This design comes from an exercise in tuning for small area, a short achievable clock period and few clock cycles on the open sky130 flow, not from production work.
The RTL was checked by simulation tests, not by an equivalence proof against the original design.

### run.sh
#!/bin/bash
# synth_recipe.tcl (not shown) runs the flow's synth.tcl, then flattens the netlist and writes it again
# the make line also repeats each setting of config.mk as NAME=value (left out here)
make -C /OpenROAD-flow-scripts/flow DESIGN_CONFIG=/design/flow/config.mk WORK_HOME=/design/flow/orfs CLKGATE_MAP_FILE= SYNTH_SCRIPT=/design/flow/synth_recipe.tcl finish
### config.mk
export PLATFORM = sky130hd
export DESIGN_NAME = FPU
export DESIGN_NICKNAME = FPU
export VERILOG_FILES = /design/flow/design.v
export SDC_FILE = /design/flow/constraint.sdc
export NUM_CORES = 4
export LEC_CHECK = 0
export CAP_MARGIN = 20
export CORE_MARGIN = 2
export CORE_UTILIZATION = 35
export GPL_TIMING_DRIVEN = 0
export SLEW_MARGIN = 20
### constraint.sdc
create_clock -name core_clock -period 12.0 [get_ports {clk}]
set_input_delay 2.4000 -clock core_clock [delete_from_list [all_inputs] [get_ports {clk}]]
set_output_delay 2.4000 -clock core_clock [all_outputs]
set_load 0.01 [all_outputs]
### design.v
`default_nettype none
module fabs (
    input wire [31:0] x,
    output wire [31:0] y,
    input wire clk,
    input wire rstn);
assign y = {1'b0, x[30:0]};
endmodule
module fneg (
    input wire [31:0] x,
    output wire [31:0] y,
    input wire clk,
    input wire rstn);
wire s = x[31];
assign y = {~s, x[30:0]};
endmodule
`default_nettype wire
`default_nettype none
module fadd #(NSTAGE = 2)(
    input wire [31:0] x1,
    input wire [31:0] x2,
    output wire [31:0] y,
    output wire ovf,
    input wire clk,
    input wire rstn); 
wire [31:0] lx = (x1[30:0] >= x2[30:0]) ? x1 : x2;
wire [31:0] sx = (x1[30:0] >= x2[30:0]) ? x2 : x1;
wire [7:0] shift = lx[30:23] - sx[30:23];
wire [25:0] lf25 = {1'b1, lx[22:0], 2'b00};
wire [23:0] sfp1 = (sx[30:23] == 8'b0) ? 0 : {1'b1, sx[22:0]};
wire [25:0] sf25 =  (shift == 0) ? {sfp1, 2'b00} :
                    (shift == 1) ? {1'b0, sfp1, 1'b0} :
                    (shift == 2) ? {2'b0, sfp1} :
                    (shift == 3) ? {3'b0, sfp1[23:1]} :
                    (shift == 4) ? {4'b0, sfp1[23:2]} :
                    (shift == 5) ? {5'b0, sfp1[23:3]} :
                    (shift == 6) ? {6'b0, sfp1[23:4]} :
                    (shift == 7) ? {7'b0, sfp1[23:5]} :
                    (shift == 8) ? {8'b0, sfp1[23:6]} :
                    (shift == 9) ? {9'b0, sfp1[23:7]} :
                    (shift == 10) ? {10'b0, sfp1[23:8]} :
                    (shift == 11) ? {11'b0, sfp1[23:9]} :
                    (shift == 12) ? {12'b0, sfp1[23:10]} :
                    (shift == 13) ? {13'b0, sfp1[23:11]} :
                    (shift == 14) ? {14'b0, sfp1[23:12]} :
                    (shift == 15) ? {15'b0, sfp1[23:13]} :
                    (shift == 16) ? {16'b0, sfp1[23:14]} :
                    (shift == 17) ? {17'b0, sfp1[23:15]} :
                    (shift == 18) ? {18'b0, sfp1[23:16]} :
                    (shift == 19) ? {19'b0, sfp1[23:17]} :
                    (shift == 20) ? {20'b0, sfp1[23:18]} :
                    (shift == 21) ? {21'b0, sfp1[23:19]} :
                    (shift == 22) ? {22'b0, sfp1[23:20]} :
                    (shift == 23) ? {23'b0, sfp1[23:21]} :
                    (shift == 24) ? {24'b0, sfp1[23:22]} :
                    (shift == 25) ? {25'b0, sfp1[23]} : 26'b0;
reg [31:0] lxr[1:0];
reg [31:0] sxr;
reg [25:0] lf25r, sf25r;
wire [26:0] af26 = (lxr[0][31]^sxr[31]) ? lf25r - sf25r : lf25r + sf25r;
wire inc =  (af26[26]) ? af26[2] :
            (af26[25]) ? af26[1] :
            (af26[24]) ? af26[0] : 0;
wire [23:0] afnc =  (af26[26]) ? af26[26:3] :
                    (af26[25]) ? af26[25:2] :
                    (af26[24]) ? af26[24:1] :
                    (af26[23]) ? af26[23:0] : 
                    (af26[22]) ? {af26[22:0], 1'b0} :
                    (af26[21]) ? {af26[21:0], 2'b0} :
                    (af26[20]) ? {af26[20:0], 3'b0} :
                    (af26[19]) ? {af26[19:0], 4'b0} :
                    (af26[18]) ? {af26[18:0], 5'b0} :
                    (af26[17]) ? {af26[17:0], 6'b0} :
                    (af26[16]) ? {af26[16:0], 7'b0} :
                    (af26[15]) ? {af26[15:0], 8'b0} :
                    (af26[14]) ? {af26[14:0], 9'b0} :
                    (af26[13]) ? {af26[13:0], 10'b0} :
                    (af26[12]) ? {af26[12:0], 11'b0} :
                    (af26[11]) ? {af26[11:0], 12'b0} :
                    (af26[10]) ? {af26[10:0], 13'b0} :
                    (af26[9]) ? {af26[9:0], 14'b0} :
                    (af26[8]) ? {af26[8:0], 15'b0} :
                    (af26[7]) ? {af26[7:0], 16'b0} :
                    (af26[6]) ? {af26[6:0], 17'b0} :
                    (af26[5]) ? {af26[5:0], 18'b0} :
                    (af26[4]) ? {af26[4:0], 19'b0} :
                    (af26[3]) ? {af26[3:0], 20'b0} :
                    (af26[2]) ? {af26[2:0], 21'b0} :
                    (af26[1]) ? {af26[1:0], 22'b0} :
                    (af26[0]) ? {af26[0], 23'b0} : 0;
wire [4:0] top =    (af26[26]) ? 26 :
                    (af26[25]) ? 25 :
                    (af26[24]) ? 24 :
                    (af26[23]) ? 23 : 
                    (af26[22]) ? 22 :
                    (af26[21]) ? 21 :
                    (af26[20]) ? 20 :
                    (af26[19]) ? 19 :
                    (af26[18]) ? 18 :
                    (af26[17]) ? 17 :
                    (af26[16]) ? 16 :
                    (af26[15]) ? 15 :
                    (af26[14]) ? 14 :
                    (af26[13]) ? 13 :
                    (af26[12]) ? 12 :
                    (af26[11]) ? 11 :
                    (af26[10]) ? 10 :
                    (af26[9]) ? 9 :
                    (af26[8]) ? 8 :
                    (af26[7]) ? 7 :
                    (af26[6]) ? 6 :
                    (af26[5]) ? 5 :
                    (af26[4]) ? 4 :
                    (af26[3]) ? 3 :
                    (af26[2]) ? 2 :
                    (af26[1]) ? 1 :
                    (af26[0]) ? 0 : 0;
reg [23:0] afncr;
reg incr;
reg [4:0] topr;
wire [24:0] af = afncr + incr;
wire [4:0] ttop = topr + af[24];
wire [8:0] ae = lxr[1][30:23] + ttop - 25;
wire ys = lxr[1][31];
wire [7:0] ye = (ae[8]) ? ((ttop >= 25) ? 8'b11111111 : 8'b0) : ae[7:0];
wire [22:0] yf = (ye == 8'b0 || ye == 8'b11111111) ? 23'b0 : af[22:0];
assign y = (&lxr[1][30:23]) ? lxr[1] : {ys, ye, yf};
assign ovf = (ye == 8'b0 || ye == 8'b11111111) && (|af[22:0]);
always @(posedge clk) begin
    if(~rstn) begin
        lxr[0] <= 'b0;
        sxr <= 'b0;
        lf25r <= 'b0;
        sf25r <= 'b0;
        afncr <= 'b0;
        incr <= 'b0;
        topr <= 'b0;
    end else begin
        lxr[0] <= lx;
        lxr[1] <= lxr[0];
        sxr <= sx;
        lf25r <= lf25;
        sf25r <= sf25;
        afncr <= afnc;
        incr <= inc;
        topr <= top;
    end
end
endmodule
`default_nettype wire
`default_nettype none
module fsub #(NSTAGE = 2)(
    input wire [31:0] x1,
    input wire [31:0] x2,
    output wire [31:0] y,
    output wire ovf,
    input wire clk,
    input wire rstn); 
wire [31:0] lx = (x1[30:0] >= x2[30:0]) ? x1 : {~x2[31], x2[30:0]};
wire [31:0] sx = (x1[30:0] >= x2[30:0]) ? {~x2[31], x2[30:0]} : x1;
wire [7:0] shift = lx[30:23] - sx[30:23];
wire [25:0] lf25 = {1'b1, lx[22:0], 2'b00};
wire [23:0] sfp1 = (sx[30:23] == 8'b0) ? 0 : {1'b1, sx[22:0]};
wire [25:0] sf25 =  (shift == 0) ? {sfp1, 2'b00} :
                    (shift == 1) ? {1'b0, sfp1, 1'b0} :
                    (shift == 2) ? {2'b0, sfp1} :
                    (shift == 3) ? {3'b0, sfp1[23:1]} :
                    (shift == 4) ? {4'b0, sfp1[23:2]} :
                    (shift == 5) ? {5'b0, sfp1[23:3]} :
                    (shift == 6) ? {6'b0, sfp1[23:4]} :
                    (shift == 7) ? {7'b0, sfp1[23:5]} :
                    (shift == 8) ? {8'b0, sfp1[23:6]} :
                    (shift == 9) ? {9'b0, sfp1[23:7]} :
                    (shift == 10) ? {10'b0, sfp1[23:8]} :
                    (shift == 11) ? {11'b0, sfp1[23:9]} :
                    (shift == 12) ? {12'b0, sfp1[23:10]} :
                    (shift == 13) ? {13'b0, sfp1[23:11]} :
                    (shift == 14) ? {14'b0, sfp1[23:12]} :
                    (shift == 15) ? {15'b0, sfp1[23:13]} :
                    (shift == 16) ? {16'b0, sfp1[23:14]} :
                    (shift == 17) ? {17'b0, sfp1[23:15]} :
                    (shift == 18) ? {18'b0, sfp1[23:16]} :
                    (shift == 19) ? {19'b0, sfp1[23:17]} :
                    (shift == 20) ? {20'b0, sfp1[23:18]} :
                    (shift == 21) ? {21'b0, sfp1[23:19]} :
                    (shift == 22) ? {22'b0, sfp1[23:20]} :
                    (shift == 23) ? {23'b0, sfp1[23:21]} :
                    (shift == 24) ? {24'b0, sfp1[23:22]} :
                    (shift == 25) ? {25'b0, sfp1[23]} : 26'b0;
reg [31:0] lxr[1:0];
reg [31:0] sxr;
reg [25:0] lf25r, sf25r;
wire [26:0] af26 = (lxr[0][31]^sxr[31]) ? lf25r - sf25r : lf25r + sf25r;
wire inc =  (af26[26]) ? af26[2] :
            (af26[25]) ? af26[1] :
            (af26[24]) ? af26[0] : 0;
wire [23:0] afnc =  (af26[26]) ? af26[26:3] :
                    (af26[25]) ? af26[25:2] :
                    (af26[24]) ? af26[24:1] :
                    (af26[23]) ? af26[23:0] : 
                    (af26[22]) ? {af26[22:0], 1'b0} :
                    (af26[21]) ? {af26[21:0], 2'b0} :
                    (af26[20]) ? {af26[20:0], 3'b0} :
                    (af26[19]) ? {af26[19:0], 4'b0} :
                    (af26[18]) ? {af26[18:0], 5'b0} :
                    (af26[17]) ? {af26[17:0], 6'b0} :
                    (af26[16]) ? {af26[16:0], 7'b0} :
                    (af26[15]) ? {af26[15:0], 8'b0} :
                    (af26[14]) ? {af26[14:0], 9'b0} :
                    (af26[13]) ? {af26[13:0], 10'b0} :
                    (af26[12]) ? {af26[12:0], 11'b0} :
                    (af26[11]) ? {af26[11:0], 12'b0} :
                    (af26[10]) ? {af26[10:0], 13'b0} :
                    (af26[9]) ? {af26[9:0], 14'b0} :
                    (af26[8]) ? {af26[8:0], 15'b0} :
                    (af26[7]) ? {af26[7:0], 16'b0} :
                    (af26[6]) ? {af26[6:0], 17'b0} :
                    (af26[5]) ? {af26[5:0], 18'b0} :
                    (af26[4]) ? {af26[4:0], 19'b0} :
                    (af26[3]) ? {af26[3:0], 20'b0} :
                    (af26[2]) ? {af26[2:0], 21'b0} :
                    (af26[1]) ? {af26[1:0], 22'b0} :
                    (af26[0]) ? {af26[0], 23'b0} : 0;
wire [4:0] top =    (af26[26]) ? 26 :
                    (af26[25]) ? 25 :
                    (af26[24]) ? 24 :
                    (af26[23]) ? 23 : 
                    (af26[22]) ? 22 :
                    (af26[21]) ? 21 :
                    (af26[20]) ? 20 :
                    (af26[19]) ? 19 :
                    (af26[18]) ? 18 :
                    (af26[17]) ? 17 :
                    (af26[16]) ? 16 :
                    (af26[15]) ? 15 :
                    (af26[14]) ? 14 :
                    (af26[13]) ? 13 :
                    (af26[12]) ? 12 :
                    (af26[11]) ? 11 :
                    (af26[10]) ? 10 :
                    (af26[9]) ? 9 :
                    (af26[8]) ? 8 :
                    (af26[7]) ? 7 :
                    (af26[6]) ? 6 :
                    (af26[5]) ? 5 :
                    (af26[4]) ? 4 :
                    (af26[3]) ? 3 :
                    (af26[2]) ? 2 :
                    (af26[1]) ? 1 :
                    (af26[0]) ? 0 : 0;
reg [23:0] afncr;
reg incr;
reg [4:0] topr;
wire [24:0] af = afncr + incr;
wire [4:0] ttop = topr + af[24];
wire [8:0] ae = lxr[1][30:23] + ttop - 25;
wire ys = lxr[1][31];
wire [7:0] ye = (ae[8]) ? ((ttop >= 25) ? 8'b11111111 : 8'b0) : ae[7:0];
wire [22:0] yf = (ye == 8'b0 || ye == 8'b11111111) ? 23'b0 : af[22:0];
assign y = (&lxr[1][30:23]) ? lxr[1] : {ys, ye, yf};
assign ovf = (ye == 8'b0 || ye == 8'b11111111) && (|af[22:0]);
always @(posedge clk) begin
    if(~rstn) begin
        lxr[0] <= 'b0;
        sxr <= 'b0;
        lf25r <= 'b0;
        sf25r <= 'b0;
        afncr <= 'b0;
        incr <= 'b0;
        topr <= 'b0;
    end else begin
        lxr[0] <= lx;
        lxr[1] <= lxr[0];
        sxr <= sx;
        lf25r <= lf25;
        sf25r <= sf25;
        afncr <= afnc;
        incr <= inc;
        topr <= top;
    end
end
endmodule
`default_nettype wire
`default_nettype none
module fmul #(parameter NSTAGE = 2)(
    input wire [31:0] x1,
    input wire [31:0] x2,
    output wire [31:0] y,
    output wire ovf,
    input wire clk,
    input wire rstn);
wire [22:0] m1 = x1[22:0];
wire [22:0] m2 = x2[22:0];
wire [12:0] hi1 = {1'b1, m1[22:11]};
wire [10:0] lo1 = m1[10:0];
wire [12:0] hi2 = {1'b1, m2[22:11]};
wire [10:0] lo2 = m2[10:0];
reg [31:0] x1r[2:0];
reg [31:0] x2r[2:0];
reg [12:0] hi1r, hi2r;
reg [10:0] lo1r, lo2r;
wire [25:0] hh = hi1r * hi2r;
wire [23:0] hl = hi1r * lo2r;
wire [23:0] lh = lo1r * hi2r;
reg [25:0] hhr;
reg [23:0] hlr;
reg [23:0] lhr;
wire [26:0] mmul = hhr + hlr[23:11] + lhr[23:11] + 2;
wire [22:0] ym0 =   (mmul[26] == 1) ? mmul[25:3] :
                    (mmul[25] == 1) ? mmul[24:2] :
                    (mmul[24] == 1) ? mmul[23:1] : mmul[22:0];
wire s1 = x1r[1][31];
wire s2 = x2r[1][31];
wire ys = s1 ^ s2;
wire [7:0] e1= x1r[1][30:23];
wire [7:0] e2= x2r[1][30:23];
wire [9:0] ye0 = e1 + e2 + 129;       
wire iszero = (~(|x1r[1][30:23]) | ~(|x2r[1][30:23]));
wire isinf = (&x1r[1][30:23]) | (&x2r[1][30:23]);
wire [8:0] ye1 =    (ye0[9] == 1) ? 255 :
                    (ye0[8] == 0) ? 0 :
                    (mmul[26] == 1) ? ye0[7:0] + 2 :
                    (mmul[25] == 1) ? ye0[7:0] + 1 : ye0[7:0];
wire [7:0] ye = (ye1[8]) ? 255 : ye1[7:0];
wire [22:0] ym = (ye == 255 || ye == 0) ? 0 : ym0;
assign y =  (iszero) ? {ys, 31'b0} :
            (isinf) ? {ys, 8'b11111111, 23'b0} : {ys, ye, ym};
assign ovf = (ye0[9] == 1) ? 1 : 0;
always @(posedge clk) begin
    if(~rstn) begin
        x1r[0] <= 'b0;
        x2r[0] <= 'b0;
        hhr <= 'b0;
        hlr <= 'b0;
        lhr <= 'b0;
        hi1r <= 'b0;
        hi2r <= 'b0;
        lo1r <= 'b0;
        lo2r <= 'b0;
    end else begin
        x1r[0] <= x1;
        x2r[0] <= x2;
        x1r[1] <= x1r[0];
        x2r[1] <= x2r[0];
        hi1r <= hi1;
        lo1r <= lo1;
        hi2r <= hi2;
        lo2r <= lo2;
        hhr <= hh;
        hlr <= hl;
        lhr <= lh;
    end
end
endmodule
`default_nettype wire
`default_nettype none
module fhalf (
    input wire [31:0] x,
    output wire [31:0] y,
    input wire clk,
    input wire rstn);
wire [7:0] e = x[30:23];
wire [22:0] m = x[22:0];
wire [7:0] xem1 =   (e == 8'b00000000) ? 8'b00000000 :
                    (e == 8'b11111111) ? 8'b11111111 : e - 1;
assign y = (e == 8'b00000001) ? ( (&m) ? {x[31], 8'b00000001, 23'b0} : {x[31], 8'b0, x[23:1]} + (x[0] & x[1])) :
            {x[31], xem1, x[22:0]};
endmodule
`default_nettype wire
`default_nettype none
module ftoi #(parameter NSTAGE = 1)(
    input wire [31:0] x,
    output wire [31:0] y,
    input wire clk,
    input wire rstn);
wire [7:0] e = x[30:23];
wire [22:0] m = x[22:0];
wire [31:0] absyni =(e < 8'b01111110) ? 32'b0 :
                    (e == 8'b01111110) ? 32'b1 :
                    (e == 8'b01111111) ? 32'b1 :
                    (e == 8'b10000000) ? {31'b1, m[22]}:
                    (e == 8'b10000001) ? {30'b1, m[22:21]} :
                    (e == 8'b10000010) ? {29'b1, m[22:20]} :
                    (e == 8'b10000011) ? {28'b1, m[22:19]} :
                    (e == 8'b10000100) ? {27'b1, m[22:18]} :
                    (e == 8'b10000101) ? {26'b1, m[22:17]} :
                    (e == 8'b10000110) ? {25'b1, m[22:16]} :
                    (e == 8'b10000111) ? {24'b1, m[22:15]} :
                    (e == 8'b10001000) ? {23'b1, m[22:14]} :
                    (e == 8'b10001001) ? {22'b1, m[22:13]} :
                    (e == 8'b10001010) ? {21'b1, m[22:12]} :
                    (e == 8'b10001011) ? {20'b1, m[22:11]} :
                    (e == 8'b10001100) ? {19'b1, m[22:10]} :
                    (e == 8'b10001101) ? {18'b1, m[22:9]} :
                    (e == 8'b10001110) ? {17'b1, m[22:8]} :
                    (e == 8'b10001111) ? {16'b1, m[22:7]} :
                    (e == 8'b10010000) ? {15'b1, m[22:6]} :
                    (e == 8'b10010001) ? {14'b1, m[22:5]} :
                    (e == 8'b10010010) ? {13'b1, m[22:4]} :
                    (e == 8'b10010011) ? {12'b1, m[22:3]} :
                    (e == 8'b10010100) ? {11'b1, m[22:2]} :
                    (e == 8'b10010101) ? {10'b1, m[22:1]} :
                    (e == 8'b10010110) ? {9'b1, m[22:0]} :
                    (e == 8'b10010111) ? {8'b1, m[22:0], 1'b0} :
                    (e == 8'b10011000) ? {7'b1, m[22:0], 2'b0} :
                    (e == 8'b10011001) ? {6'b1, m[22:0], 3'b0} :
                    (e == 8'b10011010) ? {5'b1, m[22:0], 4'b0} :
                    (e == 8'b10011011) ? {4'b1, m[22:0], 5'b0} :
                    (e == 8'b10011100) ? {3'b1, m[22:0], 6'b0} :
                    (e == 8'b10011101) ? {2'b1, m[22:0], 7'b0} :
                        {1'b1, 31'b0};
wire inc =  (e == 8'b01111111) ? m[22] :
            (e == 8'b10000000) ? m[21] :
            (e == 8'b10000001) ? m[20] :
            (e == 8'b10000010) ? m[19] :
            (e == 8'b10000011) ? m[18] :
            (e == 8'b10000100) ? m[17] :
            (e == 8'b10000101) ? m[16] :
            (e == 8'b10000110) ? m[15] :
            (e == 8'b10000111) ? m[14] :
            (e == 8'b10001000) ? m[13] :
            (e == 8'b10001001) ? m[12] :
            (e == 8'b10001010) ? m[11] :
            (e == 8'b10001011) ? m[10] :
            (e == 8'b10001100) ? m[9] :
            (e == 8'b10001101) ? m[8] :
            (e == 8'b10001110) ? m[7] :
            (e == 8'b10001111) ? m[6] :
            (e == 8'b10010000) ? m[5] :
            (e == 8'b10010001) ? m[4] :
            (e == 8'b10010010) ? m[3] :
            (e == 8'b10010011) ? m[2] :
            (e == 8'b10010100) ? m[1] :
            (e == 8'b10010101) ? m[0] : 1'b0;
reg [31:0] xr;
reg [31:0] absynir;
reg incr;
wire [31:0] absy = absynir + incr;
wire s = xr[31];
assign y = (s == 0) ? absy : (~absy) + 1'b1;
always @(posedge clk) begin
    if(~rstn) begin
        xr <= 'b0;
        absynir <= 'b0;
        incr <= 'b0;
    end else begin
        xr <= x;
        absynir <= absyni;
        incr <= inc;
    end
end
endmodule
`default_nettype wire
`default_nettype none
module itof #(parameter NSTAGE = 1) (
    input wire [31:0] x,
    output wire [31:0] y,
    input wire clk,
    input wire rstn);
wire s = x[31];      
wire [31:0] absx = (s == 0) ? x : (~x) + 1'b1;       
wire [31:0] yni =   (absx[30] == 1) ? {s, 8'b10011101, absx[29:7]} :
                    (absx[29] == 1) ? {s, 8'b10011100, absx[28:6]} :
                    (absx[28] == 1) ? {s, 8'b10011011, absx[27:5]} :
                    (absx[27] == 1) ? {s, 8'b10011010, absx[26:4]} :
                    (absx[26] == 1) ? {s, 8'b10011001, absx[25:3]} :
                    (absx[25] == 1) ? {s, 8'b10011000, absx[24:2]} :
                    (absx[24] == 1) ? {s, 8'b10010111, absx[23:1]} :
                    (absx[23] == 1) ? {s, 8'b10010110, absx[22:0]} :
                    (absx[22] == 1) ? {s, 8'b10010101, absx[21:0], 1'b0} :
                    (absx[21] == 1) ? {s, 8'b10010100, absx[20:0], 2'b0} :
                    (absx[20] == 1) ? {s, 8'b10010011, absx[19:0], 3'b0} :
                    (absx[19] == 1) ? {s, 8'b10010010, absx[18:0], 4'b0} :
                    (absx[18] == 1) ? {s, 8'b10010001, absx[17:0], 5'b0} :
                    (absx[17] == 1) ? {s, 8'b10010000, absx[16:0], 6'b0} :
                    (absx[16] == 1) ? {s, 8'b10001111, absx[15:0], 7'b0} :
                    (absx[15] == 1) ? {s, 8'b10001110, absx[14:0], 8'b0} :
                    (absx[14] == 1) ? {s, 8'b10001101, absx[13:0], 9'b0} :
                    (absx[13] == 1) ? {s, 8'b10001100, absx[12:0], 10'b0} :
                    (absx[12] == 1) ? {s, 8'b10001011, absx[11:0], 11'b0} :
                    (absx[11] == 1) ? {s, 8'b10001010, absx[10:0], 12'b0} :
                    (absx[10] == 1) ? {s, 8'b10001001, absx[9:0], 13'b0} :
                    (absx[9] == 1) ? {s, 8'b10001000, absx[8:0], 14'b0} :
                    (absx[8] == 1) ? {s, 8'b10000111, absx[7:0], 15'b0} :
                    (absx[7] == 1) ? {s, 8'b10000110, absx[6:0], 16'b0} :
                    (absx[6] == 1) ? {s, 8'b10000101, absx[5:0], 17'b0} :
                    (absx[5] == 1) ? {s, 8'b10000100, absx[4:0], 18'b0} :
                    (absx[4] == 1) ? {s, 8'b10000011, absx[3:0], 19'b0} :
                    (absx[3] == 1) ? {s, 8'b10000010, absx[2:0], 20'b0} :
                    (absx[2] == 1) ? {s, 8'b10000001, absx[1:0], 21'b0} :
                    (absx[1] == 1) ? {s, 8'b10000000, absx[0], 22'b0} :
                    (absx[0] == 1) ? {s, 8'b01111111, 23'b0} : 
                    (absx[31] == 1) ? {1'b1, 8'b10011110, 23'b0} : 32'b0;
wire inc =  (absx[30] == 1) ? absx[6] :
            (absx[29] == 1) ? absx[5] :
            (absx[28] == 1) ? absx[4] :
            (absx[27] == 1) ? absx[3] :
            (absx[26] == 1) ? absx[2] :
            (absx[25] == 1) ? absx[1] :
            (absx[24] == 1) ? absx[0] : 1'b0;
reg [31:0] ynir;
reg incr;
wire [23:0] mp = ynir[22:0] + incr;
wire [8:0] ep =  ynir[30:23] + mp[23];
wire ys = ynir[31];
wire [7:0] ye = ep[7:0];
wire [22:0] ym = (mp[23]) ? {1'b0, mp[22:1]} : mp[22:0];
assign y = {ys, ye, ym};
always @(posedge clk) begin
    if(~rstn) begin
        ynir <= 'b0;
        incr <= 'b0;
    end else begin
        ynir <= yni;
        incr <= inc;
    end
end
endmodule
`default_nettype wire
`default_nettype none
module floor #(parameter NSTAGE = 1)(
    input wire [31:0] x,
    output wire [31:0] y,
    input wire clk,
    input wire rstn);
wire s = x[31];
wire [7:0] e = x[30:23];
wire [22:0] m = x[22:0];
wire [23:0] mni =   (e <= 8'b01111111) ? 24'b0 :
                    (e == 8'b10000000) ? {1'b0, m[22], 22'b0} :
                    (e == 8'b10000001) ? {1'b0, m[22:21], 21'b0} :
                    (e == 8'b10000010) ? {1'b0, m[22:20], 20'b0} :
                    (e == 8'b10000011) ? {1'b0, m[22:19], 19'b0} :
                    (e == 8'b10000100) ? {1'b0, m[22:18], 18'b0} :
                    (e == 8'b10000101) ? {1'b0, m[22:17], 17'b0} :
                    (e == 8'b10000110) ? {1'b0, m[22:16], 16'b0} :
                    (e == 8'b10000111) ? {1'b0, m[22:15], 15'b0} :
                    (e == 8'b10001000) ? {1'b0, m[22:14], 14'b0} :
                    (e == 8'b10001001) ? {1'b0, m[22:13], 13'b0} :
                    (e == 8'b10001010) ? {1'b0, m[22:12], 12'b0} :
                    (e == 8'b10001011) ? {1'b0, m[22:11], 11'b0} :
                    (e == 8'b10001100) ? {1'b0, m[22:10], 10'b0} :
                    (e == 8'b10001101) ? {1'b0, m[22:9], 9'b0} :
                    (e == 8'b10001110) ? {1'b0, m[22:8], 8'b0} :
                    (e == 8'b10001111) ? {1'b0, m[22:7], 7'b0} :
                    (e == 8'b10010000) ? {1'b0, m[22:6], 6'b0} :
                    (e == 8'b10010001) ? {1'b0, m[22:5], 5'b0} :
                    (e == 8'b10010010) ? {1'b0, m[22:4], 4'b0} :
                    (e == 8'b10010011) ? {1'b0, m[22:3], 3'b0} :
                    (e == 8'b10010100) ? {1'b0, m[22:2], 2'b0} :
                    (e == 8'b10010101) ? {1'b0, m[22:1], 1'b0} : {1'b0, m};
wire [23:0] restbit =   (e < 8'b01111111) ? {|(x[30:0]), 23'b0} :
                        (e == 8'b01111111) ? {|(m[22:0]), 23'b0} :
                        (e == 8'b10000000) ? {1'b0, |(m[21:0]), 22'b0} :
                        (e == 8'b10000001) ? {2'b0, |(m[20:0]), 21'b0} :
                        (e == 8'b10000010) ? {3'b0, |(m[19:0]), 20'b0} :
                        (e == 8'b10000011) ? {4'b0, |(m[18:0]), 19'b0} :
                        (e == 8'b10000100) ? {5'b0, |(m[17:0]), 18'b0} :
                        (e == 8'b10000101) ? {6'b0, |(m[16:0]), 17'b0} :
                        (e == 8'b10000110) ? {7'b0, |(m[15:0]), 16'b0} :
                        (e == 8'b10000111) ? {8'b0, |(m[14:0]), 15'b0} :
                        (e == 8'b10001000) ? {9'b0, |(m[13:0]), 14'b0} :
                        (e == 8'b10001001) ? {10'b0, |(m[12:0]), 13'b0} :
                        (e == 8'b10001010) ? {11'b0, |(m[11:0]), 12'b0} :
                        (e == 8'b10001011) ? {12'b0, |(m[10:0]), 11'b0} :
                        (e == 8'b10001100) ? {13'b0, |(m[9:0]), 10'b0} :
                        (e == 8'b10001101) ? {14'b0, |(m[8:0]), 9'b0} :
                        (e == 8'b10001110) ? {15'b0, |(m[7:0]), 8'b0} :
                        (e == 8'b10001111) ? {16'b0, |(m[6:0]), 7'b0} :
                        (e == 8'b10010000) ? {17'b0, |(m[5:0]), 6'b0} :
                        (e == 8'b10010001) ? {18'b0, |(m[4:0]), 5'b0} :
                        (e == 8'b10010010) ? {19'b0, |(m[3:0]), 4'b0} :
                        (e == 8'b10010011) ? {20'b0, |(m[2:0]), 3'b0} :
                        (e == 8'b10010100) ? {21'b0, |(m[1:0]), 2'b0} :
                        (e == 8'b10010101) ? {22'b0, m[0], 1'b0} : 24'b0;
wire [7:0] xep = (e < 8'b01111111) ? 8'b0 : e;
reg [31:0] xr;
reg [31:0] mnir;
reg [23:0] restbitr;
reg [7:0] xepr;
wire ys = xr[31];
wire [23:0] mp = (ys) ? mnir + restbitr : mnir;
wire [8:0] ep = (xepr == 8'b0) ? ((mp[23]) ? 9'b001111111 : 9'b000000000) : xepr + mp[23];
wire [7:0] ye = ep[7:0];
wire [22:0] ym = (mp[23]) ? {1'b0, mp[22:1]} : mp[22:0];
always @(posedge clk) begin
    if(~rstn) begin
        xr <= 'b0;
        mnir <= 'b0;
        restbitr <= 'b0;
        xepr <= 'b0;
    end else begin
        xr <= x;
        mnir <= mni;
        restbitr <= restbit;
        xepr <= xep;
    end
end
assign y = {ys, ye, ym};
endmodule
`default_nettype wire
`default_nettype none
module feq (
    input wire [31:0] x1,
    input wire [31:0] x2,
    output wire y,
    input wire clk,
    input wire rstn);
assign y = (x1 == x2);
endmodule
`default_nettype wire
`default_nettype none
module fle (
    input wire [31:0] x1,
    input wire [31:0] x2,
    output wire y,
    input wire clk,
    input wire rstn);
wire s1 = x1[31];
wire [30:0] abs1 = x1[30:0];
wire s2 = x2[31];
wire [30:0] abs2 = x2[30:0];
wire absle, abseq;
assign absle = (abs1 <= abs2);
assign abseq = (abs1 == abs2);
assign y = (~s1 & ~s2 & absle) | (s1 & ~s2) | (s1 & s2 & (~absle | abseq));
endmodule
`default_nettype wire
`default_nettype none
module fless (
    input wire [31:0] x1,
    input wire [31:0] x2,
    output wire y,
    input wire clk,
    input wire rstn);
wire s1 = x1[31];
wire [30:0] abs1 = x1[30:0];
wire s2 = x2[31];
wire [30:0] abs2 = x2[30:0];
wire abslt, abseq;
assign abslt = (abs1 < abs2);
assign abseq = (abs1 == abs2);
assign y = (~s1 & ~s2 & abslt) | (s1 & ~s2 & ((|x1[30:0]) | (|x2[30:0]))) | (s1 & s2 & ~abslt & ~abseq);
endmodule
`default_nettype wire
`default_nettype none
module fmin (
    input wire [31:0] x1,
    input wire [31:0] x2,
    output wire [31:0] y,
    input wire clk,
    input wire rstn);
wire s1 = x1[31];
wire [30:0] abs1 = x1[30:0];
wire s2 = x2[31];
wire [30:0] abs2 = x2[30:0];
wire absle = (abs1 <= abs2);
wire abseq = (abs1 == abs2);
wire le = (~s1 & ~s2 & absle) | (s1 & ~s2) | (s1 & s2 & (~absle | abseq));
assign y = (le) ? x1 : x2;
endmodule
module fmax (
    input wire [31:0] x1,
    input wire [31:0] x2,
    output wire [31:0] y,
    input wire clk,
    input wire rstn);
wire s1 = x1[31];
wire [30:0] abs1 = x1[30:0];
wire s2 = x2[31];
wire [30:0] abs2 = x2[30:0];
wire absle = (abs1 <= abs2);
wire abseq = (abs1 == abs2);
wire le = (~s1 & ~s2 & absle) | (s1 & ~s2) | (s1 & s2 & (~absle | abseq));
assign y = (le) ? x2 : x1;
endmodule
`default_nettype wire
`default_nettype none
module fiszero (
    input wire [31:0] x,
    output wire y,
    input wire clk,
    input wire rstn);
assign y = ~(|x[30:0]);
endmodule
module fispos (
    input wire [31:0] x,
    output wire y,
    input wire clk,
    input wire rstn);
assign y = (~x[31] && |x);
endmodule
module fisneg (
    input wire [31:0] x,
    output wire y,
    input wire clk,
    input wire rstn);
assign y = (x[31] && |x[30:0]);
endmodule
`default_nettype wire
module FPU(clk, rstn, ctl, x1, x2, y, ready, en);
    input clk, rstn;
    input [4:0] ctl;
    input [31:0] x1, x2;
    input en;
    output reg ready;
    output reg [31:0] y;
    reg [3:0] count;
    wire fadd = (ctl == 0);
    wire fsub = (ctl == 1);
    wire fmul = (ctl == 2);
    wire fhalf = (ctl == 5);
    wire ftoi = (ctl == 6);
    wire itof = (ctl == 7);
    wire floor = (ctl == 8);
    wire feq = (ctl == 9);
    wire fle = (ctl == 10);
    wire fabs = (ctl == 11);
    wire fneg = (ctl == 12);
    wire fless = (ctl == 13);
    wire fmin = (ctl == 14);
    wire fmax = (ctl == 15);
    wire fiszero = (ctl == 16);
    wire fispos = (ctl == 17);
    wire fisneg = (ctl == 18);
    wire fsqr = (ctl == 20);
    wire [31:0] fadd_y, fsub_y, fmul_y, fhalf_y, fabs_y, fneg_y;
    wire [31:0] ftoi_y, itof_y, floor_y, fmin_y, fmax_y, fsqr_y;
    wire feq_y, fle_y, fiszero_y, fispos_y, fisneg_y, fless_y;
    wire fadd_ovf, fsub_ovf, fmul_ovf, fsqr_ovf;
    fadd fadd_instance(x1, x2, fadd_y, fadd_ovf, clk, rstn);
    fsub fsub_instance(x1, x2, fsub_y, fsub_ovf, clk, rstn);
    fmul fmul_instance(x1, x2, fmul_y, fmul_ovf, clk, rstn);
    fhalf fhalf_instance(x1, fhalf_y, clk, rstn);
    ftoi ftoi_instance(x1, ftoi_y, clk, rstn);
    itof itof_instance(x1, itof_y, clk, rstn);
    floor floor_instance(x1, floor_y, clk, rstn);
    feq feq_instance(x1, x2, feq_y, clk, rstn);
    fle fle_instance(x1, x2, fle_y, clk, rstn);
    fabs fabs_instance(x1, fabs_y, clk, rstn);
    fneg fneg_instance(x1, fneg_y, clk, rstn);
    fless fless_instance(x1, x2, fless_y, clk, rstn);
    fmin fmin_instance(x1, x2, fmin_y, clk, rstn);
    fmax fmax_instance(x1, x2, fmax_y, clk, rstn);
    fiszero fiszero_instance(x1, fiszero_y, clk, rstn);
    fispos fis_instance(x1, fispos_y, clk, rstn);
    fisneg fisneg_instance(x1, fisneg_y, clk, rstn);
    fmul fsqr_instance(x1, x1, fsqr_y, fsqr_ovf, clk, rstn);
    localparam FADD_NSTAGE = 2;
    localparam FSUB_NSTAGE = 2;
    localparam FMUL_NSTAGE = 2;
    localparam FHALF_NSTAGE = 0;
    localparam FTOI_NSTAGE = 1;
    localparam ITOF_NSTAGE = 1;
    localparam FLOOR_NSTAGE = 1;
    localparam FEQ_NSTAGE = 0;
    localparam FLE_NSTAGE = 0;
    localparam FABS_NSTAGE = 0;
    localparam FNEG_NSTAGE = 0;
    localparam FLESS_NSTAGE = 0;
    localparam FMIN_NSTAGE = 0;
    localparam FMAX_NSTAGE = 0;
    localparam FISZERO_NSTAGE = 0;
    localparam FISPOS_NSTAGE = 0;
    localparam FISNEG_NSTAGE = 0;
    localparam FSQR_NSTAGE = FMUL_NSTAGE;
    always @(posedge clk) begin
        if(~rstn) begin
            ready <= 0;
            y <= 0;
            count <= 0;
        end else if (en) begin
            if(fadd) begin
                count <= FADD_NSTAGE;
                ready <= 0;
            end else if(fsub) begin
                count <= FSUB_NSTAGE;
                ready <= 0;
            end else if(fmul) begin
                count <= FMUL_NSTAGE;
                ready <= 0;
            end else if(fhalf) begin
                count <= FHALF_NSTAGE;
                y <= fhalf_y;
                ready <= 1;
            end else if(ftoi) begin
                count <= FTOI_NSTAGE;
                ready <= 0;
            end else if(itof) begin
                count <= ITOF_NSTAGE;
                ready <= 0;
            end else if(floor) begin
                count <= FLOOR_NSTAGE;
                ready <= 0;
            end else if(feq) begin
                count <= FEQ_NSTAGE;
                y <= {31'b0, feq_y};
                ready <= 1;
            end else if(fle) begin
                count <= FLE_NSTAGE;
                y <= {31'b0, fle_y};
                ready <= 1;
            end else if(fabs) begin
                count <= FABS_NSTAGE;
                y <= fabs_y;
                ready <= 1;
            end else if(fneg) begin
                count <= FNEG_NSTAGE;
                y <= fneg_y;
                ready <= 1;
            end else if(fless) begin
                count <= FLESS_NSTAGE;
                y <= {31'b0, fless_y};
                ready <= 1;
            end else if(fmin) begin
                count <= FMIN_NSTAGE;
                y <= fmin_y;
                ready <= 1;
            end else if(fmax) begin
                count <= FMAX_NSTAGE;
                y <= fmax_y;
                ready <= 1;
            end else if(fiszero) begin
                count <= FISZERO_NSTAGE;
                y <= {31'b0, fiszero_y};
                ready <= 1;
            end else if(fispos) begin
                count <= FISPOS_NSTAGE;
                y <= {31'b0, fispos_y};
                ready <= 1;
            end else if(fisneg) begin
                count <= FISNEG_NSTAGE;
                y <= {31'b0, fisneg_y};
                ready <= 1;
            end else if(fsqr) begin
                count <= FSQR_NSTAGE;
                ready <= 0;
            end
        end else if (count == 1) begin
            if(fadd) begin
                y <= fadd_y;
            end else if (fsub) begin
                y <= fsub_y;
            end else if (fmul) begin
                y <= fmul_y;
            end else if (ftoi) begin
                y <= ftoi_y;
            end else if (itof) begin
                y <= itof_y;
            end else if (floor) begin
                y <= floor_y;
            end else if (fsqr) begin
                y <= fsqr_y;
            end
            ready <= 1;
            count <= 0;
        end else if (count == 0) begin
            ready <= 0;
        end else begin
            count <= count - 1;
        end
    end
endmodule
==> results.toml <==
[run_status]
status = "timing/DRC/antenna clean"

[setup_path]
path_max_fanout = 10
arrival_ns = 11.19
critical_path_class = "input pin to register"
cp-start-kind = "input pin"
endpoint_kind = "register"
required_ns = 12.56

[clock_tree]
postCtsSetupBuffers = 0
clk_path_buf_depth = 3
ctsHoldBuffers = 0
clock-root-buffer = "clkbuf_16"
cts_buffers = 60
ctsResizeCount = 0
clkSlewWorstSetupHoldPaths_ns = 0.06
cts_tree = "built"
clock_latency_ns = 0.75
clock-sinks = 483
cts_max_level = 2

[global_routing]
overflow = 0
grt_pass1_wl_um = 586000
grt_use_total_pct = 38.1
antenna_found_initial = 49
grt_pass1_vias = 78513
grt_max_degree = 41

[sta]
fin_crit_sh_pct = 88.6
tightestPinTransition_ns = 1.30
rsz0062_at_grt = "false"
setup_tns_ns = 0
period_minus_slack_ns = 10.63
skew_ns = 0.0678
setup_viol = 0
drv_slew = 0
fmax_mhz = 94.1
finalHoldViolCount = 0
relSlewSlack_pct = 12.3

[power_and_ir_drop]
p_total_mw = 17.7
ir_drop_mv = 0.232
p_int_mw = 6.79
seqPwrFrac_pct = 12.1
cellPowerDensity_mw_per_mm2 = 222
p_comb_share_pct = 76.9
power_switching_mw = 11.0
swShare_pct = 61.8
clockPowerShare_pct = 11.0
leakage_nw = 32.0

[drt]
drtIter0Drc = 12055
drc = 0
wl_um = 416000
firstDrtPassIters = 10
vias = 82284
wl_per_cell_um = 32.5
viasPerCell = 6.43
ant_nets = 0

[logic_synthesis]
synth_fa_ha_area_share_pct = 23.7
yosys_warnings = 11
synth-xor-area-share_pct = 5.88
ys_ff_latch = 483
synth_nets = 10900
synth_top_family_by_area = "compound AO/OA/AOI/OAI gates"
synth_area_mm2 = 0.0728
post_synth.cell_area_avg_um2 = 7.46
ys_seq_area_share_pct = 14.0
async_flop_share_pct = 0
synth_compound_area_share_pct = 25.7
synth_mux_area_share_pct = 1.30
synth_ff_type = "dfxtp_1"
yosys.area_share.simple_pct = 21.4
syn-instance-count = 9762
synth_edf_count = 51
ys_types = 103

[floorplanning]
die_area_mm2 = 0.212
row_count = 167
die_w_um = 460
die_h_um = 460
io_pins = 105
initial_core_util_pct = 35.2
core-area_mm2 = 0.207

[finish]
syn2layout_area_growth_pct = 9.60
drive_gt1_share_pct = 2.81
fin_nets = 11077

[run]
max_cap_viol_count = 0

[placement]
io_buffers = 104
gp_congestion = 1.06
dp.final_hpwl_um = 334000

[hold_path]
hold_class = "register to register"
[synthesized netlist by cell type (48+ instances only)]
master | instances | area [µm²]
a211oi_1 | 182 | 1370
a21o_1 | 57 | 428
a21oi_1 | 663 | 3320
a221oi_1 | 103 | 902
a22oi_1 | 55 | 413
a311oi_1 | 60 | 526
a31oi_1 | 134 | 838
and2_1 | 375 | 2350
and3_1 | 106 | 663
clkbuf_1 | 721 | 2710
dfxtp_1 | 432 | 8650
edfxtp_1 | 51 | 1530
fa_1 | 527 | 10600
ha_1 | 539 | 6740
inv_1 | 745 | 2800
mux2i_1 | 67 | 671
nand2_1 | 973 | 3650
nand2b_1 | 60 | 375
nand3_1 | 300 | 1500
nand4_1 | 71 | 444
nor2_1 | 832 | 3120
nor2b_1 | 48 | 300
nor3_1 | 252 | 1260
nor4_1 | 58 | 363
o2111ai_1 | 56 | 490
o211ai_1 | 218 | 1640
o21ai_0 | 615 | 3080
o221ai_1 | 99 | 867
o22ai_1 | 97 | 607
o31ai_1 | 63 | 473
xnor2_1 | 305 | 2670
xor2_1 | 184 | 1610
[logic make-up after synthesis]
kind of cell | count (synthesis)
adders and majority gates | 1066
DFF | 483
and+or+nand+nor | 3277
muxes | 90
buffers and inverters | 1532
xor gates and xnor gates | 489
AOI/OAI and AO/OA | 2825
[cell usage in the layout, fill, tap and decap left out, types with 71 or more instances in the layout]
master           instances
nand3_1                300
nor3_1                 251
fa_1                   527
nand2_1                973
clkdlybuf4s50_1        103
nor2_1                 832
dfxtp_1                432
o22ai_1                 97
a31oi_1                133
xnor2_1                301
and3_1                 106
nand4_1                 71
a211oi_1               182
inv_1                  745
o211ai_1               218
ha_1                   539
clkbuf_1               699
and2_1                 375
a21oi_1                663
o221ai_1                99
o21ai_0                614
xor2_1                 182
a221oi_1               103
[area by class of cell]
cell class | instances | area [µm²]
clock inverters | 37 | 374
inverters | 753 | 2830
plain buffers | 779 | 3010
repair buffers | 115 | 1260
multi-input cells | 7747 | 56900
fillers | 21886 | 127000
well taps | 2788 | 3490
clock buffers | 76 | 1710
flip-flops and latches | 483 | 10200
diodes | 18 | 45.0
[critical path: stages]
cell	delay (ns)
clkdlybuf4s50_1	0.75
inv_1	0.42
ha_1	0.41
buf_4	0.19
nand4_1	0.24
nor4_4	0.51
nand3_2	0.31
and3_1	0.25
buf_6	0.14
nand2_4	0.10
buf_4	0.25
clkbuf_1	0.52
clkbuf_1	0.41
clkbuf_1	0.51
nor2_1	0.09
nor2_1	0.13
ha_1	0.25
and3b_1	0.20
clkbuf_1	0.16
mux2_2	0.26
nor2_1	0.06
o21ai_1	0.61
clkbuf_1	0.57
o22ai_1	0.30
a32oi_1	0.32
o211ai_1	0.16
a31oi_1	0.43
o22ai_1	0.24
[registers in the layout (all words and copies together), names as in the netlist, 21 cells and up]
register	flops
fadd_instance.lxr	64
ftoi_instance.absynir	32
y	32
itof_instance.ynir	31
fmul_instance.hhr	26
fsqr_instance.hhr	25
fadd_instance.afncr	24
fsub_instance.afncr	24
floor_instance.mnir	23
floor_instance.restbitr	23
fsub_instance.sf25r	23
floor_instance.xr	21
[through the flow]
| stage | instances | worst slack, ns | area [µm²] | util (%) | hold slack, ns |
|---|---|---|---|---|---|
| after detailed placement | 12664 | 1.01 | 77700 | 37.5 | 0.389 |
| final | 12796 | 1.37 | 79800 | 38.6 | 0.403 |
| after CTS | 12777 | 1.76 | 79800 | 38.5 | 0.402 |
| after floorplan | 9762 | 4.27 | 72800 | - | 0.386 |
| after global placement | 12654 | 0.791 | 77400 | 37.4 | 0.386 |
| after global routing | 12778 | 1.18 | 79800 | 38.5 | 0.411 |
[per-layer routing]
layer / vias up / global-route usage [%] / wire (µm)
li1: 35152 / - / -
met1: 40508 / 51.0 / 170000
met2: 5516 / 55.8 / 172000
met3: 1078 / 9.44 / 46800
met4: 30 / 21.1 / 27700
met5: - / 0 / 204
[worst paths after layout]
check / slack, ns / cells past startpoint / end / from
worst max-delay path: 1.37 / 28 / fsub_instance.sf25r[5]$_SDFF_PN0_ / x2[23]
worst min-delay path: 0.40 / 0 / fmul_instance.x2r[1][31]$_DFFE_PP_ / fmul_instance.x2r[0][31]$_SDFF_PN0_
worst max register to register: 1.55 / 25 / fadd_instance.afncr[12]$_SDFF_PN0_ / fadd_instance.sf25r[0]$_SDFF_PP0_
worst min register to register: 0.40 / 0 / fmul_instance.x2r[1][31]$_DFFE_PP_ / fmul_instance.x2r[0][31]$_SDFF_PN0_
[power by group through the flow]
stage                     registers, mW  clock network (mW)  logic (mW)
final                              2.15                1.95        13.6
after global routing               2.16                2.03        14.3
after CTS                          2.13                1.97        13.0
after detailed placement           2.16                   0        12.9
after global placement             2.16                   0        12.9
after floorplan                    2.03                   0        8.25
Testbench counts, summed over its fixed seeds: cycles 193,782.

-- separate check: timing with driven ports --
The results above use ideal ports. As a check the final layout listed here was re-extracted and re-timed, cells and wires unchanged. Step 1 assumes that a clkbuf_16 drives the clock port and a buf_2 every other input. Step 2, shift: input delay + t, output delay - t, t = (earliest + latest rising clock arrival at the registers) / 2. This alone moves slack from input paths to output paths. Three values: no drivers, after step 1, after step 2; two values: the first two.
shift t [ns]: 0.799
setup slack, ns: 1.372 / 1.422 / 0.623
worst hold slack (ns): 0.403 / 0.403 / 0.403
worst slew at a driven data input, ns: 0.15
After both steps this run still meets setup and hold. For this run, drivers alone change the setup slack by +0.050 ns; drivers and shift together by -0.749 ns.
